Background: an optimization exercise with open tools, aiming at small area and a short achievable clock period. Do not read the settings as production practice.
Function was checked by simulation only, so behaviour that the tests miss may differ from the original.
Power figures rest on the tool's default switching activity, not on a simulated workload.

<file path="flow/config.mk">
export PLATFORM = sky130hd
export DESIGN_NAME = pic_core
export DESIGN_NICKNAME = pic_core
export VERILOG_FILES = /design/flow/design.v
export SDC_FILE = /design/flow/constraint.sdc
export NUM_CORES = 4
export LEC_CHECK = 0
export ABC_CLOCK_PERIOD_IN_PS = 1800
export CAP_MARGIN = 20
export CORE_MARGIN = 2
export CORE_UTILIZATION = 60
export SETUP_SLACK_MARGIN = 3.2
export SLEW_MARGIN = 20
</file>
<file path="flow/constraint.sdc">
create_clock -name core_clock -period 5.0 [get_ports {clk}]
set_input_delay 1.0000 -clock core_clock [delete_from_list [all_inputs] [get_ports {clk}]]
set_output_delay 1.0000 -clock core_clock [all_outputs]
set_load 0.01 [all_outputs]
</file>
<file path="flow/design.v">
module pic_core(
    input            clk,
    input            rst,
    input[31:0]      irq,
    output           exi,
    output[4:0]      exi_code,
    input            mgmt_req,
    input[31:0]      mgmt_adr,
    output reg       mgmt_ack,
    input            mgmt_rwn,
    input[1:0]       mgmt_wen,
    input[31:0]      mgmt_txd,
    output reg       mgmt_rxe,
    output[31:0]     mgmt_rxd
);
localparam LAT = 15;     
function le11(input[10:0] a, input[10:0] b);
    reg[15:0] l, ng;
    integer j, w;
    begin
        l  = 0;
        ng = 16'hffff;
        for(j = 0; j < 11; j = j + 1)
        begin
            l[j]  = !a[j] & b[j];
            ng[j] = !a[j] | b[j];
        end
        for(w = 8; w >= 1; w = w / 2)
            for(j = 0; j < w; j = j + 1)
            begin
                l[j]  = l[2*j+1] | (ng[2*j+1] & l[2*j]);
                ng[j] = l[2*j+1] | (ng[2*j+1] & ng[2*j]);
            end
        le11 = ng[0];
    end
endfunction
reg mgmt_fin, busy, issue;
always @(posedge clk or posedge rst)
begin
    if(rst)
    begin
        busy     <= 0;
        issue    <= 0;
        mgmt_fin <= 0;
    end else
    begin
        busy     <= !mgmt_fin && mgmt_req;
        issue    <= !busy     && mgmt_req;
        mgmt_fin <= issue;
    end
end
reg       rwn, wen, hit;
reg[4:0]  cfg_adr, cfg_din;
always @(posedge clk)
begin
    rwn     <= mgmt_rwn;
    wen     <= mgmt_wen[0];
    hit     <= mgmt_adr[15:5] == 11'd1;
    cfg_adr <= mgmt_adr[4:0];
    cfg_din <= mgmt_txd[4:0];
end
wire vld = issue && hit;
always @(posedge clk or posedge rst)
begin
    if(rst)
    begin
        mgmt_ack <= 0;
        mgmt_rxe <= 0;
    end else
    begin
        mgmt_ack <= vld;
        mgmt_rxe <= vld && rwn;
    end
end
reg[159:0] pri;
reg[4:0]   rd_adr;
reg[4:0]   rxd;
always @(posedge clk)
begin
    if(vld) rd_adr <= cfg_adr;
    rxd <= pri[rd_adr*5+:5];
end
genvar i;
generate
for(i = 0; i < 32; i = i + 1)
begin: g_pri
always @(posedge clk)
    if(vld && wen && cfg_adr == i) pri[i*5+:5] <= cfg_din;
end
endgenerate
assign mgmt_rxd = {27'd0, rxd};
reg[31:0]  nvld;         
reg[159:0] cnt;
generate
for(i = 0; i < 32; i = i + 1)
begin: g_line
always @(posedge clk)
    nvld[i] <= !irq[i];
always @(posedge clk or posedge rst)
begin
    if(rst) cnt[i*5+:5] <= 0;
    else    cnt[i*5+:5] <= cnt[i*5+:5] + (nvld[i] && irq[i] ? 5'd1 : 5'd0);
end
end
endgenerate
wire[10:0] key[0:31];
generate
for(i = 0; i < 32; i = i + 1)
begin: g_key
assign key[i] = {nvld[i], pri[i*5+:5], cnt[i*5+:5]};
end
endgenerate
wire[32*11-1:0] lv0;
generate
for(i = 0; i < 32; i = i + 1)
begin: g_lv0
assign lv0[i*11+:11] = key[i];
end
endgenerate
reg[16*12-1:0] lv1;
reg[8*13-1:0]  lv2;
reg[4*14-1:0]  lv3;
reg[2*15-1:0]  lv4;
reg[5:0]       lv5;
generate
for(i = 0; i < 16; i = i + 1)
begin: g_l1
    wire[10:0] a = lv0[(2*i)*11+:11], b = lv0[(2*i+1)*11+:11];
    wire w = le11(a, b);
    always @(posedge clk)
        lv1[i*12+:12] <= w ? {a, 1'b0} : {b, 1'b1};
end
for(i = 0; i < 8; i = i + 1)
begin: g_l2
    wire[11:0] a = lv1[(2*i)*12+:12], b = lv1[(2*i+1)*12+:12];
    wire w = le11(a[11:1], b[11:1]);
    always @(posedge clk)
        lv2[i*13+:13] <= w ? {a[11:1], 1'b0, a[0:0]} : {b[11:1], 1'b1, b[0:0]};
end
for(i = 0; i < 4; i = i + 1)
begin: g_l3
    wire[12:0] a = lv2[(2*i)*13+:13], b = lv2[(2*i+1)*13+:13];
    wire w = le11(a[12:2], b[12:2]);
    always @(posedge clk)
        lv3[i*14+:14] <= w ? {a[12:2], 1'b0, a[1:0]} : {b[12:2], 1'b1, b[1:0]};
end
for(i = 0; i < 2; i = i + 1)
begin: g_l4
    wire[13:0] a = lv3[(2*i)*14+:14], b = lv3[(2*i+1)*14+:14];
    wire w = le11(a[13:3], b[13:3]);
    always @(posedge clk)
        lv4[i*15+:15] <= w ? {a[13:3], 1'b0, a[2:0]} : {b[13:3], 1'b1, b[2:0]};
end
endgenerate
wire[14:0] fa = lv4[14:0], fb = lv4[29:15];
wire fw = le11(fa[14:4], fb[14:4]);
always @(posedge clk)
    lv5 <= fw ? {!fa[14], 1'b0, fa[3:0]} : {!fb[14], 1'b1, fb[3:0]};
reg[5:0] dly[6:LAT];
integer s;
always @(posedge clk)
begin
    dly[6] <= lv5;
    for(s = 7; s <= LAT; s = s + 1)
        dly[s] <= dly[s-1];
end
assign exi      = dly[LAT][5];
assign exi_code = dly[LAT][4:0];
endmodule
</file>
<file path="flow/run.sh">
#!/bin/bash
# synth_recipe.tcl (not shown) runs the flow's synth.tcl, then flattens the netlist and writes it again
# the make line also repeats each setting of config.mk as NAME=value (left out here)
make -C /OpenROAD-flow-scripts/flow DESIGN_CONFIG=/design/flow/config.mk WORK_HOME=/design/flow/orfs CLKGATE_MAP_FILE= SYNTH_SCRIPT=/design/flow/synth_recipe.tcl finish
</file>
==> metrics.md, run 1 <==
| Metric | Value |
|---|---|
| NumNets Final | `3,307` |
| Gr ovfl total | `0` |
| Crit end category | `flop` |
| GP Congestion | `0.851` |
| Worst EP required | `5510 ps` |
| Period minus WS final | `2220 ps` |
| Cell variety after synth | `53` |
| Ports | `142` |
| DR vias | `21,716` |
| CP Max Fanout | `5` |
| Rel. slew slack | `between 30% and 40%` |
| Peak supply drop | `0.555 mV` |
| Core ar. | `0.0561 mm²` |
| Hpwl dp | `51.4 mm` |
| Arrival @ worst endpoint | `roughly 2700 ps` |
| Post-synth EDFFs | `165` |
| Share of layout cells above drive strength 1 | `35.7%` |
| Fill cell total of the finished layout | `approximately 3,500` |
| Worst Setup Path Type | `reg -> reg` |
| Average size of a mapped cell | `12.4 µm²` |
| Final slew viol count | `0` |
| Post-synth top cells | `dfxtp_1 (498), inv_1 (314), mux2_2 (260), dfrtp_1 (165), edfxtp_1 (165)` |
| Worst hold margin | `325 ps` |
| Hold-fix buffers, CTS | `0` |
| Hold Fails Final Rpt | `0` |
| Cell with the most instances after synthesis | `dfxtp_1` |
| Clock latency on the worst-skew pair | `640 ps` |
| Dominant cell type by area after synthesis | `dfxtp_1` |
| Outcome | `no timing/DRC/antenna violations` |
| Max-cap viol count | `0` |
| TritonCTS clock tree | `done` |
| Final WL | `78.0 mm` |
| Count of final setup violators | `0` |
| Synthesized area | `0.0339 mm²` |
| Multi-input gate area | `between 0.015 and 0.02 mm²` |
| CTS Buffer Depth | `3` |
| Die Area | `0.0584 mm²` |
| H-tree levels | `3` |
| Clock slew at reported path FFs | `60 ps` |
| Synth Register Bits | `~830` |
| PnR worst setup slack | `2780 ps` |
| Rows | `87` |
| Area contributors post-synth | `dfxtp_1 (29%), edfxtp_1 (15%), dfrtp_1 (12%), mux2_2 (8.6%), maj3_1 (3.7%)` |
| Worst hold path class | `reg -> reg` |
| Final Skew | `19.8 ps` |
| Register area share after synthesis | `~56%` |
| TritonCTS Buffers | `86` |
| Vias in the first global route | `approximately 22,000` |
| Post-synth ARST share | `19.9%` |
| Syn-to-layout area delta | `27.5%` |
| Yosys top cell area share | `29.4%` |
| Placed Area | `0.0364 mm²` |
| PortBufs | `70` |
| Worst Setup Start Kind | `flop` |
| Synth Flop Type | `dfxtp_1` |
| DRC Markers | `0` |
| Design Area, Final | `0.0432 mm²` |
| Detailed Route Iter0 Violations | `1,562` |
| RSZ-0062 raised after global routing | `true` |
| Tightest Pin Transition | `923 ps` |
| Synth Instances | `2,743` |
| TNS Setup | `0 ps` |
| Drt wl/cell | `19.6 µm` |
| Util after Layout | `77.0%` |
| Pleak | `between 15 and 20 nW` |
| Largest net degree at the start of global routing | `166` |
| Die W | `242 µm` |
| Storage element area | `roughly 0.019 mm²` |
| Root Driver | `clkbuf_16` |
| Synth Warn # | `2` |
| Pre-CTS WS | `between 2000 and 2500 ps` |
| Antenna Nets Post-Route | `0` |
| Pwr Density | `575 mW/mm²` |
| Die H | `around 240 µm` |
| Clk sinks | `~830` |
| Drt pass-1 iters | `6` |
| Via density | `roughly 5.5` |
| GRT Util Overall | `26.0%` |
| Final period utilization | `44.3%` |
| Starting Density | `60.4%` |
| Max frequency | `451 MHz` |
| First-pass GRT wire length | `roughly 120 mm` |
| Initial antenna violation count | `4` |
[per-layer routing]
layer	vias to the layer above	global-route usage, %	routed length, µm
met5	-	0	0
met4	0	8.44	2310
met3	151	3.95	3420
met2	536	42.6	37000
met1	10679	35.7	35300
li1	10350	-	-
[logic make-up after synthesis]
logic type               after synthesis  synth area share, %
buffers and inverters                385                 4.99
AND/OR/NAND/NOR                      554                 9.68
flip-flops                           828                 56.2
AO/OA/AOI/OAI                        307                 6.22
XOR/XNOR                              96                 2.48
other                                  1               0.0111
multiplexers                         381                 14.3
adder cells (fa/ha/maj)              191                 6.13
[worst paths after layout]
check	from	endpoint	slack [ps]	cells past startpoint
setup / recovery	rd_adr[0]$_DFFE_PP_	rxd[3]$_DFF_P_	2780	5
hold / removal	dly[8][5]$_DFF_P_	dly[9][5]$_DFF_P_	330	0
setup reg to reg	rd_adr[0]$_DFFE_PP_	rxd[3]$_DFF_P_	2780	5
hold reg to reg	dly[8][5]$_DFF_P_	dly[9][5]$_DFF_P_	330	0
max in group asynchronous	rst	cnt[84]$_DFF_PP0_	3520	3
min in group asynchronous	rst	cnt[69]$_DFF_PP0_	900	3
[critical path: stages, from the launching register on]
cell,delay [ps]
edfxtp_1,370
buf_6,160
clkbuf_16,180
mux4_2,560
mux4_2,490
mux2_2,310
[layout make-up]
class	count	area share, %
sequential	828	44.4
multi-input combinational	1557	35.8
timing repair buffer	354	7.99
clock buffer	127	6.10
inverter	314	2.74
tap	756	2.19
clock inverter	34	0.718
antenna	4	0.0232
[flip-flops by register name, indices dropped and copies added, names as in the netlist, 5 cells and up]
register  cells
cfg_adr       5
rxd           5
cnt         160
lv5           6
lv1         192
rd_adr        5
lv2         104
pri         160
dly          60
lv4          30
lv3          56
nvld         32
cfg_din       5
[report_power, final]
part           total (mW)  switching [mW]  internal, mW  leakage, nW
Combinational        7.75            3.11          4.63         9.65
Clock                6.47            2.60          3.87         1.46
Sequential           10.6            1.72          8.91         7.66
[stage by stage]
stage	std cells	power [mW]
after floorplan	2769	14.8
after global routing	3970	26.0
after global placement	3545	16.2
final	3974	24.8
after detailed placement	3545	16.4
after CTS	3906	24.5
[placed cells by master, fill, tap and decap left out, types with 16 or more instances in the layout]
cell type | netlist | final
clkinv_2 | 0 | 17
clkbuf_8 | 0 | 20
buf_4 | 48 | 185
or3_1 | 29 | 16
mux2_4 | 4 | 291
maj3_2 | 3 | 53
edfxtp_1 | 165 | 165
clkdlybuf4s50_1 | 0 | 50
clkbuf_16 | 0 | 94
maj3_1 | 124 | 74
o21ai_1 | 0 | 33
inv_2 | 0 | 31
a221oi_1 | 29 | 24
mux2i_1 | 30 | 20
nand3_1 | 95 | 91
dfxtp_1 | 498 | 416
nand3b_1 | 29 | 29
xor2_1 | 32 | 32
buf_6 | 8 | 82
o2111ai_2 | 0 | 24
nand2b_1 | 94 | 84
inv_1 | 314 | 282
a21oi_1 | 62 | 58
o211ai_1 | 46 | 46
a211o_1 | 29 | 29
xnor2_1 | 64 | 64
or3b_1 | 21 | 20
nor2_1 | 67 | 34
nor2_4 | 0 | 30
ha_1 | 64 | 49
mux4_2 | 50 | 50
o21ai_0 | 91 | 55
and2_1 | 62 | 60
nor2b_1 | 127 | 113
conb_1 | 1 | 27
dfxtp_2 | 0 | 73
dfrtp_1 | 165 | 155
[timing repair]
item                       in CTS  in global routing
cloned                         15                  2
setup endpoints to repair     534                661
gates resized for setup       385                169
buffers inserted              185                 62
pin swaps                      79                 61
==> run 2, diff against run 1 <==
--- a/flow/config.mk
+++ b/flow/config.mk
@@ -7,3 +7,2 @@
 export LEC_CHECK = 0
-export ABC_CLOCK_PERIOD_IN_PS = 1800
 export CAP_MARGIN = 20
@@ -11,2 +10,5 @@
 export CORE_UTILIZATION = 60
+export CTS_BUF_LIST = sky130_fd_sc_hd__clkbuf_8 sky130_fd_sc_hd__clkbuf_16
+export CTS_CLUSTER_DIAMETER = 100
+export CTS_CLUSTER_SIZE = 30
 export SETUP_SLACK_MARGIN = 3.2
==> metrics.md, run 2 <==
| Metric | Value |
|---|---|
| Placed Area | `0.0364 mm² (unchanged)` |
| Cell variety after synth | `53 (unchanged)` |
| First-pass GRT wire length | `117 mm (was 119 mm)` |
| TritonCTS Buffers | `35 (was 86)` |
| DR vias | `21,400 (was 21,716)` |
| Vias in the first global route | `21,460 (was 21,931)` |
| PortBufs | `70 (unchanged)` |
| Die W | `242 µm (unchanged)` |
| R2R setup slack | `2700 ps (was 2780 ps)` |
| Placed cell count | `3,545 (unchanged)` |
| Commonest non-fill, non-tap cell in the layout | `dfxtp_1 (unchanged)` |
| Biggest register | `lv1 (unchanged)` |
| Syn-to-layout area delta | `22.8% (was 27.5%)` |
| Final cell count without fillers | `3,889 (was 3,974)` |
| Average size of a mapped cell | `12.4 µm² (unchanged)` |
| Dominant cell type by area after synthesis | `dfxtp_1 (unchanged)` |
| Share of layout cells above drive strength 1 | `34.8% (was 35.7%)` |
| Core ar. | `0.0561 mm² (unchanged)` |
| Via density | `5.50 (was 5.46)` |
| Worst Setup EP | `rxd[0]$_DFF_P_ (was rxd[3]$_DFF_P_)` |
| Post-synth top cells | `dfxtp_1 (498), inv_1 (314), mux2_2 (260), dfrtp_1 (165), edfxtp_1 (165) (unchanged)` |
| Initial antenna violation count | `1 (was 4)` |
| Crit end category | `flop (unchanged)` |
| Fill cell total of the finished layout | `3,746 (was 3,490)` |
| Rows | `87 (unchanged)` |
| Total Power | `22.0 mW (was 24.8 mW)` |
| Final period utilization | `46.0% (was 44.3%)` |
| Max frequency | `435 MHz (was 451 MHz)` |
| Clock latency on the worst-skew pair | `600 ps (was 640 ps)` |
| Largest net degree at the start of global routing | `166 (unchanged)` |
| Die H | `242 µm (unchanged)` |
| Most frequent cells in the layout | `dfxtp_1 (410), inv_1 (294), mux2_4 (292) (was dfxtp_1 (416), mux2_4 (291), inv_1 (282))` |
| Synth Area in Compound Gates | `6.22% (unchanged)` |
| Cell with the most instances after synthesis | `dfxtp_1 (unchanged)` |
| Synth Flop Type | `dfxtp_1 (unchanged)` |
| Max-cap viol count | `0 (unchanged)` |
| Outcome | `no timing/DRC/antenna violations (unchanged)` |
| DRC Markers | `0 (unchanged)` |
| CTS Buffer Depth | `3 (unchanged)` |
| PnR worst setup slack | `2700 ps (was 2780 ps)` |
| Drt wl/cell | `19.8 µm (was 19.6 µm)` |
| Register area share after synthesis | `56.2% (unchanged)` |
| Worst hold path class | `reg -> reg (unchanged)` |
| Area contributors post-synth | `dfxtp_1 (29%), edfxtp_1 (15%), dfrtp_1 (12%), mux2_2 (8.6%), maj3_1 (3.7%) (unchanged)` |
| Synth Instances | `2,743 (unchanged)` |
| Post-synth ARST share | `19.9% (unchanged)` |
| Root Driver | `clkbuf_16 (unchanged)` |
| CP Max Fanout | `5 (unchanged)` |
| Worst Reg-to-Reg Cells | `5 (unchanged)` |
| Synthesized area | `0.0339 mm² (unchanged)` |
| Peak supply drop | `0.406 mV (was 0.555 mV)` |
| Largest family of logic cells by synthesized area | `multiplexers (unchanged)` |
| Period minus WS final | `2300 ps (was 2220 ps)` |
| Hpwl dp | `51.4 mm (unchanged)` |
| Drt pass-1 iters | `5 (was 6)` |
| Tightest Pin Transition | `887 ps (was 923 ps)` |
| Detailed Route Iter0 Violations | `1,461 (was 1,562)` |
| Starting Density | `60.4% (unchanged)` |
| Gr ovfl total | `0 (unchanged)` |
| Yosys top cell area share | `29.4% (unchanged)` |
| Antenna Nets Post-Route | `0 (unchanged)` |
| Crit Reg-Reg Endpoint | `rxd[0]$_DFF_P_ (was rxd[3]$_DFF_P_)` |
| RSZ-0062 raised after global routing | `true (unchanged)` |
| Clk sinks | `828 (unchanged)` |
| Clock slew at reported path FFs | `110 ps (was 60 ps)` |
| GRT Util Overall | `25.6% (was 26.0%)` |
| Arrival @ worst endpoint | `2780 ps (was 2730 ps)` |
| Max FFs per register | `192 (unchanged)` |
| TritonCTS clock tree | `done (unchanged)` |
| CP Launch Point | `rd_adr[0]$_DFFE_PP_ (unchanged)` |
| Worst EP required | `5480 ps (was 5510 ps)` |
| Post-synthesis adder-cell area fraction | `6.13% (unchanged)` |
| Pwr Density | `528 mW/mm² (was 575 mW/mm²)` |
| Synth Warn # | `2 (unchanged)` |
| H-tree levels | `2 (was 3)` |
| Final WL | `76.8 mm (was 78.0 mm)` |
| Rel. slew slack | `40.8% (was 38.4%)` |
| Mux share of post-synthesis cell area | `14.3% (unchanged)` |
| Biggest regs | `lv1 (192), cnt (160), pri (160) (unchanged)` |
| RR Startpoint | `rd_adr[0]$_DFFE_PP_ (unchanged)` |
| Design Area, Final | `0.0416 mm² (was 0.0432 mm²)` |
| Synth Register Bits | `828 (unchanged)` |
| Final slew viol count | `0 (unchanged)` |
| GP Congestion | `0.851 (unchanged)` |
| Post-synth EDFFs | `165 (unchanged)` |
| Count of final setup violators | `0 (unchanged)` |
| Post-Synth XOR/XNOR Area | `2.48% (unchanged)` |
| Post-Synth Simple-Gate Area | `9.68% (unchanged)` |
| Pleak | `18.0 nW (was 18.8 nW)` |
| Die Area | `0.0584 mm² (unchanged)` |
| TNS Setup | `0 ps (unchanged)` |
| Final Skew | `24.0 ps (was 19.8 ps)` |
| Worst Setup Start Kind | `flop (unchanged)` |
| NumNets Final | `3,273 (was 3,307)` |
| Worst Setup Path Type | `reg -> reg (unchanged)` |
| Hold Fails Final Rpt | `0 (unchanged)` |
| Pre-CTS WS | `2300 ps (unchanged)` |
| Ports | `142 (unchanged)` |
[run 2: layer usage]
metal	share of wire [%]	up-vias	GRT usage [%]
met5	0	-	0
li1	-	10218	-
met4	2.3	0	6.08
met3	4.2	117	3.20
met2	48	475	42.8
met1	46	10590	35.9
[run 2: logic make-up after synthesis]
logic type | Yosys count
and+or+nand+nor | 554
AOI/OAI and AO/OA | 307
muxes | 381
xor gates and xnor gates | 96
buffers and inverters | 385
DFF | 828
other | 1
adders and majority gates | 191
[run 2: worst min path at each step]
stage                  startpoint                  to  slack, ps  depth (start not counted)
2_1_floorplan   dly[9][0]$_DFF_P_  dly[10][0]$_DFF_P_        310                          0
3_3_place_gp       lv5[4]$_DFF_P_   dly[6][4]$_DFF_P_        310                          0
3_5_place_dp    dly[8][4]$_DFF_P_   dly[9][4]$_DFF_P_        310                          0
4_1_cts        dly[10][2]$_DFF_P_  dly[11][2]$_DFF_P_        340                          0
5_1_grt        dly[10][0]$_DFF_P_  dly[11][0]$_DFF_P_        350                          0
6_report       dly[12][2]$_DFF_P_  dly[13][2]$_DFF_P_        330                          0
[run 2: what timing repair did]
action	CTS	global route
gates resized for setup	398	197
cloned	19	1
buffers inserted	192	69
endpoints found under the setup margin	535	587
pin swaps	75	65
hold buffers	0	0
[run 2: where the power goes]
group / total (mW) / switching (mW) / internal, mW
combinational: 7.86 / 3.12 / 4.74
sequential: 10.6 / 1.71 / 8.89
clock: 3.51 / 2.08 / 1.43
total: 22.0 / 6.91 / 15.1
[run 2: metrics by stage]
step	hold WS, ps	util (%)
5_1_grt	346	74.2
6_report	327	74.2
2_1_floorplan	310	-
3_3_place_gp	313	64.9
3_5_place_dp	312	64.9
4_1_cts	339	72.2
[run 2: critical path: stages, from the launching register on]
cell and delay (ps):
edfxtp_1 440, buf_6 160, buf_12 150, mux4_2 580, mux4_2 520, mux2_4 320
[run 2: area by class of cell]
cell class | instances | area [µm²] | share of cell area [%]
Clock buffer | 38 | 951 | 2.29
Clock inverter | 23 | 143 | 0.343
Tap cell | 756 | 946 | 2.27
Antenna cell | 2 | 5.00 | 0.0120
Multi-Input combinational cell | 1557 | 15500 | 37.3
Inverter | 314 | 1180 | 2.84
Timing Repair Buffer | 371 | 3630 | 8.74
Sequential cell | 828 | 19200 | 46.2
==> run 3, diff against run 2 <==
--- a/flow/config.mk
+++ b/flow/config.mk
@@ -12,4 +12,5 @@
 export CTS_CLUSTER_DIAMETER = 100
-export CTS_CLUSTER_SIZE = 30
+export CTS_CLUSTER_SIZE = 24
 export SETUP_SLACK_MARGIN = 3.2
 export SLEW_MARGIN = 20
+export TNS_END_PERCENT = 10
==> metrics.md, run 3 <==
| Metric | Value |
|---|---|
| Outcome | `no timing/DRC/antenna violations (unchanged)` |
| DR vias | `20,636 (was 21,400)` |
| Post-synth EDFFs | `165 (unchanged)` |
| Detailed Route Iter0 Violations | `1,315 (was 1,461)` |
| Rel. slew slack | `33.9% (was 40.8%)` |
| Pwr Density | `519 mW/mm² (was 528 mW/mm²)` |
| Worst EP required | `5480 ps (about the same)` |
| Hold-fix buffers, CTS | `0 (unchanged)` |
| Biggest register | `lv1 (unchanged)` |
| Initial antenna violation count | `2 (was 1)` |
| Largest net degree at the start of global routing | `99 (was 166)` |
| Cell with the most instances after synthesis | `dfxtp_1 (unchanged)` |
| Drt wl/cell | `19.3 µm (was 19.8 µm)` |
| Gr ovfl total | `0 (unchanged)` |
| Worst hold path class | `reg -> reg (unchanged)` |
| First-pass GRT wire length | `111 mm (was 117 mm)` |
| Core ar. | `0.0561 mm² (unchanged)` |
| Register area share after synthesis | `56.2% (unchanged)` |
| Final slew viol count | `0 (unchanged)` |
| Peak supply drop | `0.363 mV (was 0.406 mV)` |
| Biggest regs | `lv1 (192), cnt (160), pri (160) (unchanged)` |
| Drt pass-1 iters | `5 (unchanged)` |
| Worst Setup Path Type | `reg -> reg (unchanged)` |
| Final period utilization | `46.2% (was 46.0%)` |
| Die H | `242 µm (unchanged)` |
| CP Max Fanout | `7 (was 5)` |
| TritonCTS clock tree | `done (unchanged)` |
| Synth Instances | `2,743 (unchanged)` |
| Total Power | `20.1 mW (was 22.0 mW)` |
| Max FFs per register | `192 (unchanged)` |
| Ports | `142 (unchanged)` |
| Crit end category | `flop (unchanged)` |
| GRT Util Overall | `24.1% (was 25.6%)` |
| CTS Buffer Depth | `3 (unchanged)` |
| DRC Markers | `0 (unchanged)` |
| Clk sinks | `828 (unchanged)` |
| Rows | `87 (unchanged)` |
| Ant diodes | `0 (was 2)` |
| Pleak | `16.3 nW (was 18.0 nW)` |
| Root Driver | `clkbuf_16 (unchanged)` |
| NumNets Final | `3,125 (was 3,273)` |
| TNS Setup | `0 ps (unchanged)` |
| Clock slew at reported path FFs | `90 ps (was 110 ps)` |
| Average size of a mapped cell | `12.4 µm² (unchanged)` |
| Syn-to-layout area delta | `14.1% (was 22.8%)` |
| Tightest Pin Transition | `992 ps (was 887 ps)` |
| Most frequent cells in the layout | `dfxtp_1 (453), inv_1 (343), edfxtp_1 (165) (was dfxtp_1 (410), inv_1 (294), mux2_4 (292))` |
| Synth Warn # | `2 (unchanged)` |
| Final WL | `72.4 mm (was 76.8 mm)` |
| Max frequency | `433 MHz (was 435 MHz)` |
| Synth Register Bits | `828 (unchanged)` |
| Synthesized area | `0.0339 mm² (unchanged)` |
| Post-synth ARST share | `19.9% (unchanged)` |
| Via density | `5.51 (was 5.50)` |
| Max-cap viol count | `0 (unchanged)` |
| Synth Flop Type | `dfxtp_1 (unchanged)` |
| Die Area | `0.0584 mm² (unchanged)` |
| Clock latency on the worst-skew pair | `600 ps (about the same)` |
| Die W | `242 µm (unchanged)` |
| Period minus WS final | `2310 ps (was 2300 ps)` |
| Starting Density | `60.4% (unchanged)` |
| Dominant cell type by area after synthesis | `dfxtp_1 (unchanged)` |
| GP Congestion | `0.879 (was 0.851)` |
| Antenna Nets Post-Route | `0 (unchanged)` |
| Vias in the first global route | `20,525 (was 21,460)` |
| Cell variety after synth | `53 (unchanged)` |
| Final Skew | `19.1 ps (was 24.0 ps)` |
| Worst Setup Start Kind | `flop (unchanged)` |
| Share of layout cells above drive strength 1 | `22.5% (was 34.8%)` |
| Yosys top cell area share | `29.4% (unchanged)` |
| Arrival @ worst endpoint | `2780 ps (about the same)` |
| TritonCTS Buffers | `40 (was 35)` |
| Post-synth top cells | `dfxtp_1 (498), inv_1 (314), mux2_2 (260), dfrtp_1 (165), edfxtp_1 (165) (unchanged)` |
| Commonest non-fill, non-tap cell in the layout | `dfxtp_1 (unchanged)` |
| Count of final setup violators | `0 (unchanged)` |
| Area contributors post-synth | `dfxtp_1 (29%), edfxtp_1 (15%), dfrtp_1 (12%), mux2_2 (8.6%), maj3_1 (3.7%) (unchanged)` |
| Hold Fails Final Rpt | `0 (unchanged)` |
| PortBufs | `70 (unchanged)` |
| H-tree levels | `2 (unchanged)` |
| Hpwl dp | `49.9 mm (was 51.4 mm)` |
| RSZ-0062 raised after global routing | `true (unchanged)` |
## run 3: area by class of cell
class | count | area, µm²
sequential | 828 | 19100
fill | 4130 | 17400
multi-input combinational | 1561 | 14200
timing repair buffer | 214 | 2030
inverter | 314 | 1180
clock buffer | 41 | 1030
tap | 756 | 946
clock inverter | 31 | 129
## run 3: final timing paths
path	start	to	slack [ps]	cells after the start
min in group asynchronous	rst	cnt[130]$_DFF_PP0_	840	3
hold / removal	dly[12][5]$_DFF_P_	dly[13][5]$_DFF_P_	330	0
setup / recovery	rd_adr[0]$_DFFE_PP_	rxd[0]$_DFF_P_	2690	5
hold reg to reg	dly[12][5]$_DFF_P_	dly[13][5]$_DFF_P_	330	0
setup reg to reg	rd_adr[0]$_DFFE_PP_	rxd[0]$_DFF_P_	2690	5
max in group asynchronous	rst	cnt[94]$_DFF_PP0_	3260	3
## run 3: kinds of logic after synthesis
| group | Yosys count | share of synthesized area (%) |
|---|---|---|
| DFF | 828 | 56.2 |
| and+or+nand+nor | 554 | 9.68 |
| buffers and inverters | 385 | 4.99 |
| muxes | 381 | 14.3 |
| AOI/OAI and AO/OA | 307 | 6.22 |
| adders and majority gates | 191 | 6.13 |
| xor gates and xnor gates | 96 | 2.48 |
| other | 1 | 0.0111 |
## run 3: through the flow
step	setup WS, ps	hold WS [ps]	cells	util, %	cell area, µm²
6_report	2690	326	3745	69.0	38700
5_1_grt	2670	329	3745	69.0	38700
4_1_cts	2700	322	3687	66.8	37400
3_5_place_dp	2220	312	3531	62.8	35200
3_3_place_gp	2250	310	3529	62.7	35200
2_1_floorplan	1900	310	2769	-	34000
## run 3: power breakdown
group	internal [mW]	leakage, nW	switching, mW
Sequential	8.87	7.65	1.65
Combinational	3.41	7.99	2.60
Clock	1.51	0.672	2.03
Total	13.8	16.3	6.29
## run 3: worst max-delay path, stage by stage (launching register included)
cell and delay, ps:
edfxtp_1 390, buf_12 180, clkbuf_16 200, mux4_2 560, mux4_2 520, mux2_4 320
## run 3: repair_timing
item | CTS | global route
pin swaps | 42 | 47
setup buffers | 81 | 48
hold endpoints to repair | 0 | 0
endpoints found under the setup margin | 534 | 610
resized for setup | 125 | 205
gates cloned | 3 | 10
## run 3: metal layers
| metal | wire length (µm) | vias up | track usage (%) |
|---|---|---|---|
| li1 | - | 9940 | - |
| met1 | 33400 | 10114 | 34.7 |
| met2 | 33800 | 458 | 38.9 |
| met3 | 3290 | 122 | 2.82 |
| met4 | 1900 | 2 | 6.85 |
| met5 | 12 | - | 0 |
==> run 4, diff against run 3 <==
--- a/flow/config.mk
+++ b/flow/config.mk
@@ -13,4 +13,4 @@
 export CTS_CLUSTER_SIZE = 24
-export SETUP_SLACK_MARGIN = 3.2
+export SETUP_SLACK_MARGIN = 3.5
 export SLEW_MARGIN = 20
-export TNS_END_PERCENT = 10
+export TNS_END_PERCENT = 3
==> metrics.md, run 4 <==
| Metric | Value |
|---|---|
| Clock slew at reported path FFs | `90 ps (about the same)` |
| Hold depth | `0 (unchanged)` |
| PnR worst setup slack | `2680 ps (was 2690 ps)` |
| H-tree levels | `2 (unchanged)` |
| Final slew viol count | `0 (unchanged)` |
| Worst Reg-to-Reg Cells | `5 (unchanged)` |
| Drt wl/cell | `19.2 µm (was 19.3 µm)` |
| Synth Instances | `2,743 (unchanged)` |
| Hold-fix buffers, CTS | `0 (unchanged)` |
| Post-Synth XOR/XNOR Area | `2.48% (unchanged)` |
| Clock latency on the worst-skew pair | `600 ps (about the same)` |
| Crit end category | `flop (unchanged)` |
| DRC Markers | `0 (unchanged)` |
| Biggest regs | `lv1 (192), cnt (160), pri (160) (unchanged)` |
| TritonCTS clock tree | `done (unchanged)` |
| Die W | `242 µm (unchanged)` |
| Die H | `242 µm (unchanged)` |
| R2R setup slack | `2680 ps (was 2690 ps)` |
| Starting Density | `60.4% (unchanged)` |
| Min-Delay Startpoint | `dly[12][5]$_DFF_P_ (unchanged)` |
| Outcome | `no timing/DRC/antenna violations (unchanged)` |
| Placed Area | `0.0352 mm² (unchanged)` |
| Post-synth top cells | `dfxtp_1 (498), inv_1 (314), mux2_2 (260), dfrtp_1 (165), edfxtp_1 (165) (unchanged)` |
| Most frequent cells in the layout | `dfxtp_1 (484), inv_1 (343), mux2_2 (217) (was dfxtp_1 (453), inv_1 (343), edfxtp_1 (165))` |
| Core ar. | `0.0561 mm² (unchanged)` |
| Ports | `142 (unchanged)` |
| Design Area, Final | `0.0376 mm² (was 0.0387 mm²)` |
| Worst Setup Path Type | `reg -> reg (unchanged)` |
| Commonest non-fill, non-tap cell in the layout | `dfxtp_1 (unchanged)` |
| Largest family of logic cells by synthesized area | `multiplexers (unchanged)` |
| Drt pass-1 iters | `5 (unchanged)` |
| Pre-CTS WS | `2220 ps (unchanged)` |
| Period minus WS final | `2320 ps (was 2310 ps)` |
| Antenna Nets Post-Route | `0 (unchanged)` |
| Max frequency | `430 MHz (was 433 MHz)` |
| Synth Flop Type | `dfxtp_1 (unchanged)` |
| Pwr Density | `515 mW/mm² (was 519 mW/mm²)` |
| CP Max Fanout | `7 (unchanged)` |
| Gr ovfl total | `0 (unchanged)` |
| Post-Synth Simple-Gate Area | `9.68% (unchanged)` |
| Area contributors post-synth | `dfxtp_1 (29%), edfxtp_1 (15%), dfrtp_1 (12%), mux2_2 (8.6%), maj3_1 (3.7%) (unchanged)` |
| Vias in the first global route | `20,410 (was 20,525)` |
| Dominant cell type by area after synthesis | `dfxtp_1 (unchanged)` |
| TNS Setup | `0 ps (unchanged)` |
| Arrival @ worst endpoint | `2790 ps (was 2780 ps)` |
| Detailed Route Iter0 Violations | `1,355 (was 1,315)` |
| Via density | `5.51 (about the same)` |
| Synth Warn # | `2 (unchanged)` |
| Worst Hold Endpoint | `dly[13][5]$_DFF_P_ (unchanged)` |
| Pleak | `15.6 nW (was 16.3 nW)` |
| Initial antenna violation count | `2 (unchanged)` |
| Tightest Pin Transition | `980 ps (was 992 ps)` |
| Post-synth ARST share | `19.9% (unchanged)` |
| TritonCTS Buffers | `40 (unchanged)` |
| Rel. slew slack | `34.7% (was 33.9%)` |
| Biggest register | `lv1 (unchanged)` |
| Share of layout cells above drive strength 1 | `17.7% (was 22.5%)` |
| Worst EP required | `5470 ps (was 5480 ps)` |
| Final cell count without fillers | `3,685 (was 3,745)` |
| Yosys top cell area share | `29.4% (unchanged)` |
| Worst Setup Start Kind | `flop (unchanged)` |
| RR Startpoint | `rd_adr[0]$_DFFE_PP_ (unchanged)` |
| Count of final setup violators | `0 (unchanged)` |
| Hpwl dp | `49.9 mm (unchanged)` |
| NumNets Final | `3,065 (was 3,125)` |
| Max FFs per register | `192 (unchanged)` |
| CTS Buffer Depth | `3 (unchanged)` |
| Root Driver | `clkbuf_16 (unchanged)` |
| RSZ-0062 raised after global routing | `true (unchanged)` |
| Syn-to-layout area delta | `10.9% (was 14.1%)` |
| Final period utilization | `46.5% (was 46.2%)` |
| Post-synthesis adder-cell area fraction | `6.13% (unchanged)` |
| Register area share after synthesis | `56.2% (unchanged)` |
| Max-cap viol count | `0 (unchanged)` |
| Synthesized area | `0.0339 mm² (unchanged)` |
| PortBufs | `70 (unchanged)` |
| GRT Util Overall | `24.0% (was 24.1%)` |
| Clk sinks | `828 (unchanged)` |
| Mux share of post-synthesis cell area | `14.3% (unchanged)` |
| Final Skew | `21.3 ps (was 19.1 ps)` |
| Fill cell total of the finished layout | `4,246 (was 4,130)` |
| DR vias | `20,312 (was 20,636)` |
| Worst hold path class | `reg -> reg (unchanged)` |
| Synth Register Bits | `828 (unchanged)` |
| Rows | `87 (unchanged)` |
| Cell with the most instances after synthesis | `dfxtp_1 (unchanged)` |
| Die Area | `0.0584 mm² (unchanged)` |
| GP Congestion | `0.879 (unchanged)` |
| Average size of a mapped cell | `12.4 µm² (unchanged)` |
| Ant diodes | `0 (unchanged)` |
| Final WL | `70.7 mm (was 72.4 mm)` |
| Post-synth EDFFs | `165 (unchanged)` |
| Crit Reg-Reg Endpoint | `rxd[0]$_DFF_P_ (unchanged)` |
| Placed cell count | `3,531 (unchanged)` |
| Peak supply drop | `0.361 mV (was 0.363 mV)` |
| First-pass GRT wire length | `111 mm (about the same)` |
| Hold Fails Final Rpt | `0 (unchanged)` |
| Synth Area in Compound Gates | `6.22% (unchanged)` |
| Largest net degree at the start of global routing | `99 (unchanged)` |
| Cell variety after synth | `53 (unchanged)` |
| Total Power | `19.4 mW (was 20.1 mW)` |
run 4: metrics by stage:
stage | hold slack, ps | util (%)
floorplan | 310 | -
global placement | 310 | 62.7
detailed placement | 312 | 62.8
CTS | 322 | 66.1
global route | 329 | 67.0
finish | 324 | 67.0
run 4: power by group:
group | internal [mW] | leakage (nW) | switching, mW | total (mW)
clock network | 1.51 | 0.672 | 2.03 | 3.54
logic | 2.95 | 7.30 | 2.43 | 5.38
registers | 8.84 | 7.66 | 1.61 | 10.4
total | 13.3 | 15.6 | 6.07 | 19.4
run 4: how the worst max path moves through the flow:
stage                   startpoint               end  slack [ps]  cells past startpoint
4_1_cts        rd_adr[0]$_DFFE_PP_    rxd[1]$_DFF_P_        2700                      5
3_5_place_dp     cnt[74]$_DFF_PP0_   lv1[91]$_DFF_P_        2220                      5
3_3_place_gp    cnt[154]$_DFF_PP0_  lv1[185]$_DFF_P_        2250                      5
5_1_grt         cnt[134]$_DFF_PP0_  lv1[162]$_DFF_P_        2670                      7
2_1_floorplan                  rst    busy$_DFF_PP0_        1900                      1
6_report       rd_adr[0]$_DFFE_PP_    rxd[0]$_DFF_P_        2680                      5
run 4: layout make-up:
class | count | area, µm² | share of cell area [%]
Timing Repair Buffer | 156 | 1510 | 4.02
Inverter | 314 | 1180 | 3.15
Clock buffer | 41 | 1030 | 2.73
Sequential cell | 828 | 19100 | 50.8
Clock inverter | 31 | 129 | 0.343
Tap cell | 756 | 946 | 2.52
Multi-Input combinational cell | 1559 | 13700 | 36.5
run 4: timing repair:
action,CTS,global route
cloned,3,6
resized for setup,70,70
endpoints found under the setup margin,708,731
pin swaps,24,16
setup buffers,56,17
run 4: logic make-up after synthesis:
logic type	Yosys count
DFF	828
and+or+nand+nor	554
buffers and inverters	385
muxes	381
AOI/OAI and AO/OA	307
adders and majority gates	191
xor gates and xnor gates	96
other	1
run 4: worst max-delay path: stages, from the launching register on:
cell	delay [ps]
edfxtp_1	390
buf_12	180
clkbuf_16	200
mux4_2	570
mux4_2	520
mux2_2	340
run 4: routing by layer:
metal | GRT usage, % | up-vias | wire length, µm
met3 | 2.86 | 108 | 3110
met4 | 6.89 | 2 | 1760
li1 | - | 9815 | -
met2 | 38.5 | 444 | 32700
met1 | 34.5 | 9943 | 33100
met5 | 0 | - | 12
==> run 5, diff against run 4 <==
--- a/flow/config.mk
+++ b/flow/config.mk
@@ -15,2 +15,2 @@
 export SLEW_MARGIN = 20
-export TNS_END_PERCENT = 3
+export TNS_END_PERCENT = 0
==> metrics.md, run 5 <==
| Metric | Value |
|---|---|
| Biggest register | `lv1 (unchanged)` |
| Outcome | `no timing/DRC/antenna violations (unchanged)` |
| Post-synth ARST share | `19.9% (unchanged)` |
| Average size of a mapped cell | `12.4 µm² (unchanged)` |
| CTS Buffer Depth | `3 (unchanged)` |
| Area contributors post-synth | `dfxtp_1 (29%), edfxtp_1 (15%), dfrtp_1 (12%), mux2_2 (8.6%), maj3_1 (3.7%) (unchanged)` |
| Post-Synth XOR/XNOR Area | `2.48% (unchanged)` |
| Share of layout cells above drive strength 1 | `15.7% (was 17.7%)` |
| Worst hold path class | `reg -> reg (unchanged)` |
| Mux share of post-synthesis cell area | `14.3% (unchanged)` |
| WP buf/inv | `2 (unchanged)` |
| CP Launch Point | `rd_adr[0]$_DFFE_PP_ (unchanged)` |
| GP Congestion | `0.879 (unchanged)` |
| Register area share after synthesis | `56.2% (unchanged)` |
| Largest net degree at the start of global routing | `99 (unchanged)` |
| Final WL | `69.8 mm (was 70.7 mm)` |
| Synthesized area | `0.0339 mm² (unchanged)` |
| Total Power | `19.1 mW (was 19.4 mW)` |
| RR Startpoint | `rd_adr[0]$_DFFE_PP_ (unchanged)` |
| TritonCTS clock tree | `done (unchanged)` |
| Synth Flop Type | `dfxtp_1 (unchanged)` |
| Placed Area | `0.0352 mm² (unchanged)` |
| Fill cell total of the finished layout | `4,289 (was 4,246)` |
| Final Skew | `21.0 ps (was 21.3 ps)` |
| Post-synthesis adder-cell area fraction | `6.13% (unchanged)` |
| Synth Area in Compound Gates | `6.22% (unchanged)` |
| Int Pwr | `13.1 mW (was 13.3 mW)` |
| TritonCTS Buffers | `40 (unchanged)` |
| Max frequency | `431 MHz (was 430 MHz)` |
| CP Max Fanout | `7 (unchanged)` |
| Critical path, cell by cell | `buf_12, clkbuf_16, mux4_2, mux4_2, mux2_2 (unchanged)` |
| Drt pass-1 iters | `5 (unchanged)` |
| Ports | `142 (unchanged)` |
| PortBufs | `70 (unchanged)` |
| Die H | `242 µm (unchanged)` |
| TNS Setup | `0 ps (unchanged)` |
| H-tree levels | `2 (unchanged)` |
| Clock latency on the worst-skew pair | `600 ps (about the same)` |
| Via density | `5.52 (was 5.51)` |
| GRT Util Overall | `23.8% (was 24.0%)` |
| Clk pwr share | `18.5% (was 18.3%)` |
| Synth Instances | `2,743 (unchanged)` |
| Post-Synth Simple-Gate Area | `9.68% (unchanged)` |
| Starting Density | `60.4% (unchanged)` |
| Peak supply drop | `0.356 mV (was 0.361 mV)` |
| NumNets Final | `3,039 (was 3,065)` |
| Arrival @ worst endpoint | `2790 ps (about the same)` |
| Sw Ratio | `31.2% (was 31.3%)` |
| Worst path max stage delay | `570 ps (about the same)` |
| Ant diodes | `0 (unchanged)` |
| Worst EP required | `5470 ps (about the same)` |
| Min-Delay Startpoint | `dly[12][5]$_DFF_P_ (unchanged)` |
| Cell with the most instances after synthesis | `dfxtp_1 (unchanged)` |
| Worst Setup Start Kind | `flop (unchanged)` |
| Highest metal used | `met5 (unchanged)` |
| DR vias | `20,205 (was 20,312)` |
| RSZ-0062 raised after global routing | `true (unchanged)` |
| DRC Markers | `0 (unchanged)` |
| Initial antenna violation count | `2 (unchanged)` |
| PnR worst setup slack | `2680 ps (about the same)` |
| Cell variety after synth | `53 (unchanged)` |
| Drt wl/cell | `19.1 µm (was 19.2 µm)` |
| Worst path top cell family by delay | `multiplexers (unchanged)` |
| Die W | `242 µm (unchanged)` |
| Hold-fix buffers, CTS | `0 (unchanged)` |
| Synth Register Bits | `828 (unchanged)` |
| Detailed Route Iter0 Violations | `1,238 (was 1,355)` |
| Vias in the first global route | `20,277 (was 20,410)` |
| Final slew viol count | `0 (unchanged)` |
| Gate power share | `27.0% (was 27.8%)` |
| Max FFs per register | `192 (unchanged)` |
| Die Area | `0.0584 mm² (unchanged)` |
| Root Driver | `clkbuf_16 (unchanged)` |
| Max-cap viol count | `0 (unchanged)` |
| Util after Layout | `66.1% (was 67.0%)` |
| WL met2 | `32.0 mm (was 32.7 mm)` |
| Antenna Nets Post-Route | `0 (unchanged)` |
| Hpwl dp | `49.9 mm (unchanged)` |
| First-pass GRT wire length | `110 mm (was 111 mm)` |
| Worst Setup Path Type | `reg -> reg (unchanged)` |
| Biggest regs | `lv1 (192), cnt (160), pri (160) (unchanged)` |
| Rows | `87 (unchanged)` |
| Rel. slew slack | `36.2% (was 34.7%)` |
| Crit end category | `flop (unchanged)` |
| Storage element area | `0.0191 mm² (about the same)` |
| Psw | `5.97 mW (was 6.07 mW)` |
| Pre-CTS WS | `2220 ps (unchanged)` |
| Yosys top cell area share | `29.4% (unchanged)` |
| Gr ovfl total | `0 (unchanged)` |
| WL met3 | `3.24 mm (was 3.11 mm)` |
| Metal-1 WL | `32.7 mm (was 33.1 mm)` |
| Post-synth EDFFs | `165 (unchanged)` |
| Hold Fails Final Rpt | `0 (unchanged)` |
| Count of final setup violators | `0 (unchanged)` |
| Dominant cell type by area after synthesis | `dfxtp_1 (unchanged)` |
| Tightest Pin Transition | `958 ps (was 980 ps)` |
| Slowest CP cell | `mux4_2 (unchanged)` |
| Clk sinks | `828 (unchanged)` |
| Syn-to-layout area delta | `9.35% (was 10.9%)` |
| Clock slew at reported path FFs | `90 ps (about the same)` |
| Sequential power share | `54.5% (was 53.9%)` |
| Design Area, Final | `0.0370 mm² (was 0.0376 mm²)` |
| Core ar. | `0.0561 mm² (unchanged)` |
| Synth Warn # | `2 (unchanged)` |
| Most frequent cells in the layout | `dfxtp_1 (494), inv_1 (343), mux2_2 (256) (was dfxtp_1 (484), inv_1 (343), mux2_2 (217))` |
| Final period utilization | `46.4% (was 46.5%)` |
| Post-synth top cells | `dfxtp_1 (498), inv_1 (314), mux2_2 (260), dfrtp_1 (165), edfxtp_1 (165) (unchanged)` |
| Most frequent CP cell | `mux4_2 (unchanged)` |
| Largest family of logic cells by synthesized area | `multiplexers (unchanged)` |
| Multi-input gate area | `0.0134 mm² (was 0.0137 mm²)` |
| Pwr Density | `516 mW/mm² (was 515 mW/mm²)` |
| Pleak | `15.3 nW (was 15.6 nW)` |
| Commonest non-fill, non-tap cell in the layout | `dfxtp_1 (unchanged)` |
| Period minus WS final | `2320 ps (about the same)` |
## run 5: cell types whose count changed in the layout (fill, tap and decap cells not counted), moves of 5 or more
cell	before	now
mux2_4	48	8
mux2_2	217	256
buf_4	73	51
dfxtp_1	484	494
dfxtp_2	12	4
o21ai_0	83	90
maj3_1	118	124
maj3_2	9	3
o21ai_1	7	1
dfrtp_1	160	165
dfrtp_2	5	0
## run 5: power by group through the flow
| stage | clock network, mW | logic, mW | registers, mW |
|---|---|---|---|
| after floorplan | 0 | 4.07 | 9.99 |
| after global placement | 0 | 4.83 | 10.5 |
| after detailed placement | 0 | 4.95 | 10.5 |
| after CTS | 3.64 | 5.13 | 10.4 |
| after global routing | 3.88 | 5.71 | 10.7 |
| final | 3.54 | 5.15 | 10.4 |
## run 5: path summary, 6_finish.rpt
kind	slack [ps]	to	cells after the start
min	320	dly[13][5]$_DFF_P_	0
max	2680	rxd[0]$_DFF_P_	5
min in group asynchronous	820	cnt[130]$_DFF_PP0_	3
max in group asynchronous	3300	cnt[7]$_DFF_PP0_	3
min reg2reg	320	dly[13][5]$_DFF_P_	0
max reg2reg	2680	rxd[0]$_DFF_P_	5
## run 5: metrics by stage
step                std cells  hold slack (ps)
floorplan                2769              310
global placement         3529              310
detailed placement       3531              312
CTS                      3641              322
global route             3659              329
finish                   3659              323
## run 5: cell families (layout without fill, tap and decap cells)
| kind of cell | Yosys count | in the layout |
|---|---|---|
| flops | 828 | 828 |
| simple gates | 554 | 554 |
| buf+inv | 385 | 519 |
| mux | 381 | 381 |
| compound gates | 307 | 307 |
| fa+ha+maj | 191 | 191 |
| xor+xnor | 96 | 96 |
| other cells | 1 | 27 |
## run 5: area by class of cell
cell class / count / share of cell area [%]
sequential: 828 / 51.4
inverter: 314 / 3.19
tap: 756 / 2.55
multi-input combinational: 1556 / 36.1
clock inverter: 31 / 0.348
timing repair buffer: 133 / 3.60
clock buffer: 41 / 2.77
## run 5: repair_timing
item                       in CTS  in global routing
gates resized for setup        34                 13
cloned                          3                  3
pin swaps                      16                  2
setup buffers                  35                 15
setup endpoints to repair     708                731
## run 5: metal layers
metal / vias to the layer above / track usage [%]
met3: 108 / 2.86
li1: 9755 / -
met2: 469 / 38.1
met4: 2 / 6.81
met1: 9871 / 34.4
met5: - / 0
## run 5: worst register-to-register path, stage by stage (launching register included)
cell and delay [ps]:
edfxtp_1 390, buf_12 180, clkbuf_16 210, mux4_2 580, mux4_2 520, mux2_2 330
==> run 6, diff against run 5 <==
--- a/flow/config.mk
+++ b/flow/config.mk
@@ -7,2 +7,3 @@
 export LEC_CHECK = 0
+export ABC_AREA = 1
 export CAP_MARGIN = 20
==> metrics.md, run 6 <==
| Metric | Value |
|---|---|
| Outcome | `no timing/DRC/antenna violations (unchanged)` |
| Clock latency on the worst-skew pair | `610 ps (was 600 ps)` |
| PortBufs | `70 (unchanged)` |
| PnR worst setup slack | `2910 ps (was 2680 ps)` |
| Cell variety after synth | `31 (was 53)` |
| Register area share after synthesis | `53.1% (was 56.2%)` |
| Starting Density | `60.7% (was 60.4%)` |
| Cell with the most instances after synthesis | `nand2_1 (was dfxtp_1)` |
| Arrival @ worst endpoint | `1090 ps (was 2790 ps)` |
| DR vias | `26,827 (was 20,205)` |
| Drt pass-1 iters | `15 (was 5)` |
| Worst hold margin | `326 ps (was 323 ps)` |
| WP buf/inv | `1 (was 2)` |
| Largest net degree at the start of global routing | `84 (was 99)` |
| Worst EP required | `4000 ps (was 5470 ps)` |
| Die W | `249 µm (was 242 µm)` |
| CP Max Fanout | `1 (was 7)` |
| Pwr Density | `523 mW/mm² (was 516 mW/mm²)` |
| First-pass GRT wire length | `127 mm (was 110 mm)` |
| Post-synth top cells | `nand2_1 (1,844), inv_1 (571), dfxtp_1 (498), nand3_1 (470) (was dfxtp_1 (498), inv_1 (314), mux2_2 (260), dfrtp_1 (165), edfxtp_1 (165))` |
| Commonest non-fill, non-tap cell in the layout | `nand2_1 (was dfxtp_1)` |
| Ant diodes | `0 (unchanged)` |
| Final Skew | `33.8 ps (was 21.0 ps)` |
| Average size of a mapped cell | `7.91 µm² (was 12.4 µm²)` |
| Final period utilization | `41.7% (was 46.4%)` |
| Yosys top cell area share | `27.8% (was 29.4%)` |
| Pre-CTS WS | `2430 ps (was 2220 ps)` |
| Worst path top cell family by delay | `flip-flops (was multiplexers)` |
| Period minus WS final | `2090 ps (was 2320 ps)` |
| Max frequency | `479 MHz (was 431 MHz)` |
| Hold Fails Final Rpt | `0 (unchanged)` |
| Clk sinks | `828 (unchanged)` |
| Synth Flop Type | `dfxtp_1 (unchanged)` |
| Most frequent cells in the layout | `nand2_1 (1,833), inv_1 (594), dfxtp_1 (493) (was dfxtp_1 (494), inv_1 (343), mux2_2 (256))` |
| Synth Instances | `4,541 (was 2,743)` |
| Rows | `89 (was 87)` |
| Final slew viol count | `0 (unchanged)` |
| GP Congestion | `0.870 (was 0.879)` |
| Hold-fix buffers, CTS | `0 (unchanged)` |
| Synth Register Bits | `828 (unchanged)` |
| Gr ovfl total | `0 (unchanged)` |
| Root Driver | `clkbuf_16 (unchanged)` |
| Synthesized area | `0.0359 mm² (was 0.0339 mm²)` |
| Biggest regs | `lv1 (192), cnt (160), pri (160) (unchanged)` |
| Largest family of logic cells by synthesized area | `simple AND/OR/NAND/NOR gates (was multiplexers)` |
| H-tree levels | `2 (unchanged)` |
| Synth Warn # | `2 (unchanged)` |
| GRT Util Overall | `25.6% (was 23.8%)` |
| Vias in the first global route | `24,488 (was 20,277)` |
| Critical path, cell by cell | `buf_6 (was buf_12, clkbuf_16, mux4_2, mux4_2, mux2_2)` |
| Worst Setup Path Type | `reg -> out (was reg -> reg)` |
| TritonCTS clock tree | `done (unchanged)` |
| Peak supply drop | `0.333 mV (was 0.356 mV)` |
| Total Power | `20.0 mW (was 19.1 mW)` |
| Syn-to-layout area delta | `6.60% (was 9.35%)` |
| Final cell count without fillers | `5,347 (was 3,659)` |
| DRC Markers | `0 (unchanged)` |
| TNS Setup | `0 ps (unchanged)` |
| Tightest Pin Transition | `1010 ps (was 958 ps)` |
| Synth Area in Compound Gates | `4.29% (was 6.22%)` |
| Crit end category | `primary output (was flop)` |
| RSZ-0062 raised after global routing | `true (unchanged)` |
| Core ar. | `0.0591 mm² (was 0.0561 mm²)` |
| Util after Layout | `64.7% (was 66.1%)` |
| Post-synthesis adder-cell area fraction | `2.23% (was 6.13%)` |
| NumNets Final | `4,711 (was 3,039)` |
| Via density | `5.02 (was 5.52)` |
| Post-synth ARST share | `19.9% (unchanged)` |
| Share of layout cells above drive strength 1 | `4.09% (was 15.7%)` |
| Max FFs per register | `192 (unchanged)` |
| Final WL | `78.9 mm (was 69.8 mm)` |
| Biggest register | `lv1 (unchanged)` |
| Detailed Route Iter0 Violations | `1,783 (was 1,238)` |
| Fill cell total of the finished layout | `5,194 (was 4,289)` |
| Count of final setup violators | `0 (unchanged)` |
| Ports | `142 (unchanged)` |
| Initial antenna violation count | `1 (was 2)` |
| Rel. slew slack | `32.6% (was 36.2%)` |
| Worst hold path class | `reg -> reg (unchanged)` |
| Hpwl dp | `57.6 mm (was 49.9 mm)` |
| Post-synth EDFFs | `165 (unchanged)` |
| Dominant cell type by area after synthesis | `dfxtp_1 (unchanged)` |
| Max-cap viol count | `0 (unchanged)` |
| Placed cell count | `5,272 (was 3,531)` |
| Area contributors post-synth | `dfxtp_1 (28%), nand2_1 (19%), edfxtp_1 (14%), dfrtp_1 (11%), nand3_1 (6.6%) (was dfxtp_1 (29%), edfxtp_1 (15%), dfrtp_1 (12%), mux2_2 (8.6%), maj3_1 (3.7%))` |
| Worst path max stage delay | `380 ps (was 570 ps)` |
| Drt wl/cell | `14.8 µm (was 19.1 µm)` |
| Pleak | `20.0 nW (was 15.3 nW)` |
| CTS Buffer Depth | `3 (unchanged)` |
| Antenna Nets Post-Route | `0 (unchanged)` |
| Design Area, Final | `0.0383 mm² (was 0.0370 mm²)` |
| Post-Synth Simple-Gate Area | `29.1% (was 9.68%)` |
| Post-Synth XOR/XNOR Area | `2.34% (was 2.48%)` |
| Die H | `249 µm (was 242 µm)` |
| Die Area | `0.0618 mm² (was 0.0584 mm²)` |
| Clock slew at reported path FFs | `90 ps (about the same)` |
| Placed Area | `0.0368 mm² (was 0.0352 mm²)` |
| Slowest CP cell | `dfrtp_1 (was mux4_2)` |
| Mux share of post-synthesis cell area | `0% (was 14.3%)` |
| TritonCTS Buffers | `40 (unchanged)` |
| Worst Setup Start Kind | `flop (unchanged)` |
run 6: cell types whose count changed after synthesis, sizes merged, moves of 76 or more:
cell	before	now
nand2	11	1866
nand3	96	470
mux2	301	0
inv	314	581
nor2b	128	0
maj3	127	0
nand2b	94	0
or2	1	77
run 6: layout make-up:
type	instances	area (µm²)	area share, %
Clock buffer	41	1030	2.68
Tap cell	773	967	2.53
Timing Repair Buffer	86	832	2.17
Multi-Input combinational cell	2981	13900	36.4
Inverter	608	2290	5.99
Sequential cell	828	19100	49.8
Clock inverter	30	154	0.402
run 6: report_power, final:
part	total [mW]	switching [mW]	internal [mW]
Combinational	5.87	3.72	2.15
Clock	3.64	2.08	1.56
Sequential	10.5	1.72	8.80
Total	20.0	7.52	12.5
run 6: path summary, 6_finish.rpt:
path | start | slack (ps) | depth (start not counted) | endpoint
max in group asynchronous | rst | 3650 | 3 | cnt[48]$_DFF_PP0_
worst min-delay path | dly[11][5]$_DFF_P_ | 330 | 0 | dly[12][5]$_DFF_P_
worst min register to register | dly[11][5]$_DFF_P_ | 330 | 0 | dly[12][5]$_DFF_P_
worst max-delay path | mgmt_rxe$_DFF_PP0_ | 2910 | 1 | mgmt_rxe
worst max register to register | rd_adr[0]$_DFFE_PP_ | 3010 | 10 | rxd[3]$_DFF_P_
min in group asynchronous | rst | 860 | 3 | cnt[141]$_DFF_PP0_
run 6: metal layers:
layer | wire (µm) | global-route usage [%] | up-vias
met5 | 0 | 0 | -
met4 | 1170 | 5.00 | 0
met3 | 4740 | 2.93 | 77
met2 | 35000 | 40.9 | 610
met1 | 38000 | 37.9 | 12117
li1 | - | - | 14023
run 6: worst reg2reg max path: stages (launching register included):
cell and delay, ps:
edfxtp_1 400, buf_12 220, clkinvlp_4 150, buf_8 220
o211ai_1 280, nand3_1 160, nand2_1 160, nand2_1 60
nand2_1 70, nand2_1 50, nand2_1 130
run 6: logic make-up (layout without fill, tap and decap cells):
group                      Yosys count  after routing
and+or+nand+nor                   2535           2535
DFF                                828            828
xor gates and xnor gates            96             96
buffers and inverters              758            765
AOI/OAI and AO/OA                  259            259
other                                1             27
adders and majority gates           64             64
run 6: what timing repair did:
| item | in CTS | in global routing |
|---|---|---|
| cloned | 0 | 1 |
| gates resized for setup | 74 | 52 |
| buffers inserted | 2 | 1 |
| endpoints found under the setup margin | 613 | 662 |
==> run 7, diff against run 6 <==
--- a/flow/config.mk
+++ b/flow/config.mk
@@ -7,3 +7,2 @@
 export LEC_CHECK = 0
-export ABC_AREA = 1
 export CAP_MARGIN = 20
@@ -14,4 +13,4 @@
 export CTS_CLUSTER_SIZE = 24
-export SETUP_SLACK_MARGIN = 3.5
+export SETUP_SLACK_MARGIN = 4.0
 export SLEW_MARGIN = 20
-export TNS_END_PERCENT = 0
+export TNS_END_PERCENT = 1
==> metrics.md, run 7 <==
| Metric | Value |
|---|---|
| Hpwl dp | `49.9 mm (was 57.6 mm)` |
| Final slew viol count | `0 (unchanged)` |
| Drt wl/cell | `19.1 µm (was 14.8 µm)` |
| Yosys top cell area share | `29.4% (was 27.8%)` |
| Post-synth EDFFs | `165 (unchanged)` |
| Cell with the most instances after synthesis | `dfxtp_1 (was nand2_1)` |
| NumNets Final | `3,063 (was 4,711)` |
| Max frequency | `429 MHz (was 479 MHz)` |
| Outcome | `no timing/DRC/antenna violations (unchanged)` |
| Hold Fails Final Rpt | `0 (unchanged)` |
| Synthesized area | `0.0339 mm² (was 0.0359 mm²)` |
| Pwr Density | `515 mW/mm² (was 523 mW/mm²)` |
| Worst hold path class | `reg -> reg (unchanged)` |
| Via density | `5.50 (was 5.02)` |
| Clk sinks | `828 (unchanged)` |
| Starting Density | `60.4% (was 60.7%)` |
| PortBufs | `70 (unchanged)` |
| Period minus WS final | `2330 ps (was 2090 ps)` |
| Syn-to-layout area delta | `10.6% (was 6.60%)` |
| Area contributors post-synth | `dfxtp_1 (29%), edfxtp_1 (15%), dfrtp_1 (12%), mux2_2 (8.6%), maj3_1 (3.7%) (was dfxtp_1 (28%), nand2_1 (19%), edfxtp_1 (14%), dfrtp_1 (11%), nand3_1 (6.6%))` |
| Average size of a mapped cell | `12.4 µm² (was 7.91 µm²)` |
| CP Max Fanout | `7 (was 1)` |
| Rows | `87 (was 89)` |
| Synth Register Bits | `828 (unchanged)` |
| Ant diodes | `0 (unchanged)` |
| Crit end category | `flop (was primary output)` |
| H-tree levels | `2 (unchanged)` |
| Dominant cell type by area after synthesis | `dfxtp_1 (unchanged)` |
| Worst Setup Path Type | `reg -> reg (was reg -> out)` |
| Post-synth top cells | `dfxtp_1 (498), inv_1 (314), mux2_2 (260), dfrtp_1 (165), edfxtp_1 (165) (was nand2_1 (1,844), inv_1 (571), dfxtp_1 (498), nand3_1 (470))` |
| Biggest regs | `lv1 (192), cnt (160), pri (160) (unchanged)` |
| Die W | `242 µm (was 249 µm)` |
| First-pass GRT wire length | `110 mm (was 127 mm)` |
| Pleak | `15.5 nW (was 20.0 nW)` |
| Share of layout cells above drive strength 1 | `17.6% (was 4.09%)` |
| Rel. slew slack | `32.6% (about the same)` |
| DRC Markers | `0 (unchanged)` |
| DR vias | `20,264 (was 26,827)` |
| Tightest Pin Transition | `1010 ps (about the same)` |
| GRT Util Overall | `23.9% (was 25.6%)` |
| GP Congestion | `0.879 (was 0.870)` |
| Design Area, Final | `0.0375 mm² (was 0.0383 mm²)` |
| Gr ovfl total | `0 (unchanged)` |
| Most frequent cells in the layout | `dfxtp_1 (484), inv_1 (343), mux2_2 (239) (was nand2_1 (1,833), inv_1 (594), dfxtp_1 (493))` |
| Die Area | `0.0584 mm² (was 0.0618 mm²)` |
| Synth Warn # | `2 (unchanged)` |
| Core ar. | `0.0561 mm² (was 0.0591 mm²)` |
| Arrival @ worst endpoint | `2800 ps (was 1090 ps)` |
| Worst Setup Start Kind | `flop (unchanged)` |
| Register area share after synthesis | `56.2% (was 53.1%)` |
| CTS Buffer Depth | `3 (unchanged)` |
| RSZ-0062 raised after global routing | `true (unchanged)` |
| Storage element area | `0.0191 mm² (about the same)` |
| TritonCTS clock tree | `done (unchanged)` |
| Commonest non-fill, non-tap cell in the layout | `dfxtp_1 (was nand2_1)` |
| Peak supply drop | `0.358 mV (was 0.333 mV)` |
| Clock slew at reported path FFs | `90 ps (about the same)` |
| Max FFs per register | `192 (unchanged)` |
| TritonCTS Buffers | `40 (unchanged)` |
| Synth Flop Type | `dfxtp_1 (unchanged)` |
| Drt pass-1 iters | `5 (was 15)` |
| Final period utilization | `46.6% (was 41.7%)` |
| Cell variety after synth | `53 (was 31)` |
| Multi-input gate area | `0.0136 mm² (was 0.0139 mm²)` |
| Detailed Route Iter0 Violations | `1,264 (was 1,783)` |
| Worst EP required | `5470 ps (was 4000 ps)` |
| Count of final setup violators | `0 (unchanged)` |
| Post-synth ARST share | `19.9% (unchanged)` |
| Final WL | `70.5 mm (was 78.9 mm)` |
| Hold-fix buffers, CTS | `0 (unchanged)` |
| Final Skew | `20.0 ps (was 33.8 ps)` |
| Die H | `242 µm (was 249 µm)` |
| TNS Setup | `0 ps (unchanged)` |
| Largest net degree at the start of global routing | `99 (was 84)` |
| Placed cell count | `3,531 (was 5,272)` |
| Biggest register | `lv1 (unchanged)` |
| Placed Area | `0.0352 mm² (was 0.0368 mm²)` |
| Final cell count without fillers | `3,683 (was 5,347)` |
| Ports | `142 (unchanged)` |
| Max-cap viol count | `0 (unchanged)` |
| Vias in the first global route | `20,375 (was 24,488)` |
| Antenna Nets Post-Route | `0 (unchanged)` |
| Initial antenna violation count | `2 (was 1)` |
| Synth Instances | `2,743 (was 4,541)` |
| Root Driver | `clkbuf_16 (unchanged)` |
| Fill cell total of the finished layout | `4,248 (was 5,194)` |
| Clock latency on the worst-skew pair | `600 ps (was 610 ps)` |
[run 7: cell count changes after synthesis, moves of 75 or more]
cell	delta
nand2_1	-1833
nand3_1	-375
mux2_2	+260
inv_1	-257
nor2b_1	+127
maj3_1	+124
nand2b_1	+94
or2_1	-75
[run 7: path summary, 6_finish.rpt]
path | from | endpoint | slack [ps] | depth (start not counted)
max in group asynchronous | rst | cnt[94]$_DFF_PP0_ | 3260 | 3
worst max register to register | rd_adr[0]$_DFFE_PP_ | rxd[0]$_DFF_P_ | 2670 | 5
worst min register to register | dly[12][5]$_DFF_P_ | dly[13][5]$_DFF_P_ | 330 | 0
min in group asynchronous | rst | cnt[130]$_DFF_PP0_ | 830 | 3
worst min-delay path | dly[12][5]$_DFF_P_ | dly[13][5]$_DFF_P_ | 330 | 0
worst max-delay path | rd_adr[0]$_DFFE_PP_ | rxd[0]$_DFF_P_ | 2670 | 5
[run 7: per-stage QoR]
stage	hold slack [ps]	util (%)	worst slack [ps]	total power [mW]
final	326	66.8	2670	19.3
after detailed placement	312	62.8	2220	15.5
after global placement	310	62.7	2250	15.3
after global routing	329	66.8	2670	20.5
after CTS	322	66.0	2700	19.3
after floorplan	310	-	1900	14.1
[run 7: layout make-up]
cell class | count | share of cell area, %
Clock buffer | 41 | 2.74
Clock inverter | 31 | 0.344
Sequential cell | 828 | 50.9
Inverter | 314 | 3.16
Timing Repair Buffer | 154 | 3.98
Tap cell | 756 | 2.53
Multi-Input combinational cell | 1559 | 36.3
[run 7: report_power, final]
part / switching, mW / leakage [nW] / total (mW) / internal [mW]
clock network: 2.03 / 0.672 / 3.54 / 1.51
registers: 1.60 / 7.66 / 10.4 / 8.84
logic: 2.41 / 7.19 / 5.33 / 2.91
total: 6.04 / 15.5 / 19.3 / 13.3
[run 7: timing repair]
action | in CTS | in global routing
setup endpoints to repair | 999 | 1053
gates resized for setup | 58 | 57
buffers inserted | 55 | 16
pin swaps | 24 | 16
cloned | 3 | 6
[run 7: logic make-up (layout without fill, tap and decap cells)]
group	after synthesis	after routing	share of synthesized area, %
compound gates	307	310	6.22
xor+xnor	96	96	2.48
mux	381	381	14.3
fa+ha+maj	191	191	6.13
flops	828	828	56.2
other cells	1	27	0.0111
simple gates	554	554	9.68
buf+inv	385	540	4.99
[run 7: critical path, cell delays in order, from the launching register on]
cell and delay (ps):
edfxtp_1 390, buf_12 180, clkbuf_16 200, mux4_2 570, mux4_2 520, mux2_2 340
[run 7: per-layer routing]
layer | vias up | share of wire [%] | GRT usage, %
li1 | 9812 | - | -
met2 | 431 | 46 | 38.4
met3 | 113 | 4.4 | 2.87
met1 | 9906 | 47 | 34.5
met5 | - | 0.017 | 0
met4 | 2 | 2.5 | 6.91

[what the ideal ports hide]
In the flow no input, the clock included, has a driving cell. The finished layouts below were timed again as built, in two steps. Step 1 (the two cells are an assumption about what drives the block):
set clk [get_ports {clk}]
set_driving_cell -lib_cell sky130_fd_sc_hd__clkbuf_16 $clk
set_driving_cell -lib_cell sky130_fd_sc_hd__buf_2 [delete_from_list [all_inputs] $clk]
Step 2 adds t to the input delays and takes it off the output delays; t is the mean of the earliest and latest rising clock arrival at the registers after step 1. Input paths then give back, and output paths get back, about the clock's delay inside the block. Slacks: no drivers / after step 1 / after step 2; pairs: no drivers / after step 1.
run | t, ns | setup WS [ns] | worst slew at a driven data input, ns
run 1 | 0.689 | 2.784 / 2.784 / 2.592 | 0.04
run 2 | 0.657 | 2.702 / 2.702 / 2.578 | 0.05
run 3 | 0.648 | 2.692 / 2.692 / 2.562 | 0.04
run 4 | 0.646 | 2.676 / 2.676 / 2.560 | 0.04
run 5 | 0.649 | 2.682 / 2.682 / 2.556 | 0.04
run 6 | 0.657 | 2.913 / 2.851 / 2.462 | 0.06
run 7 | 0.646 | 2.670 / 2.670 / 2.565 | 0.04
After both steps setup and hold are still met in every run listed. The setup slack of run 6, which loses most, moves by -0.062 ns with the drivers and by -0.451 ns with both steps.
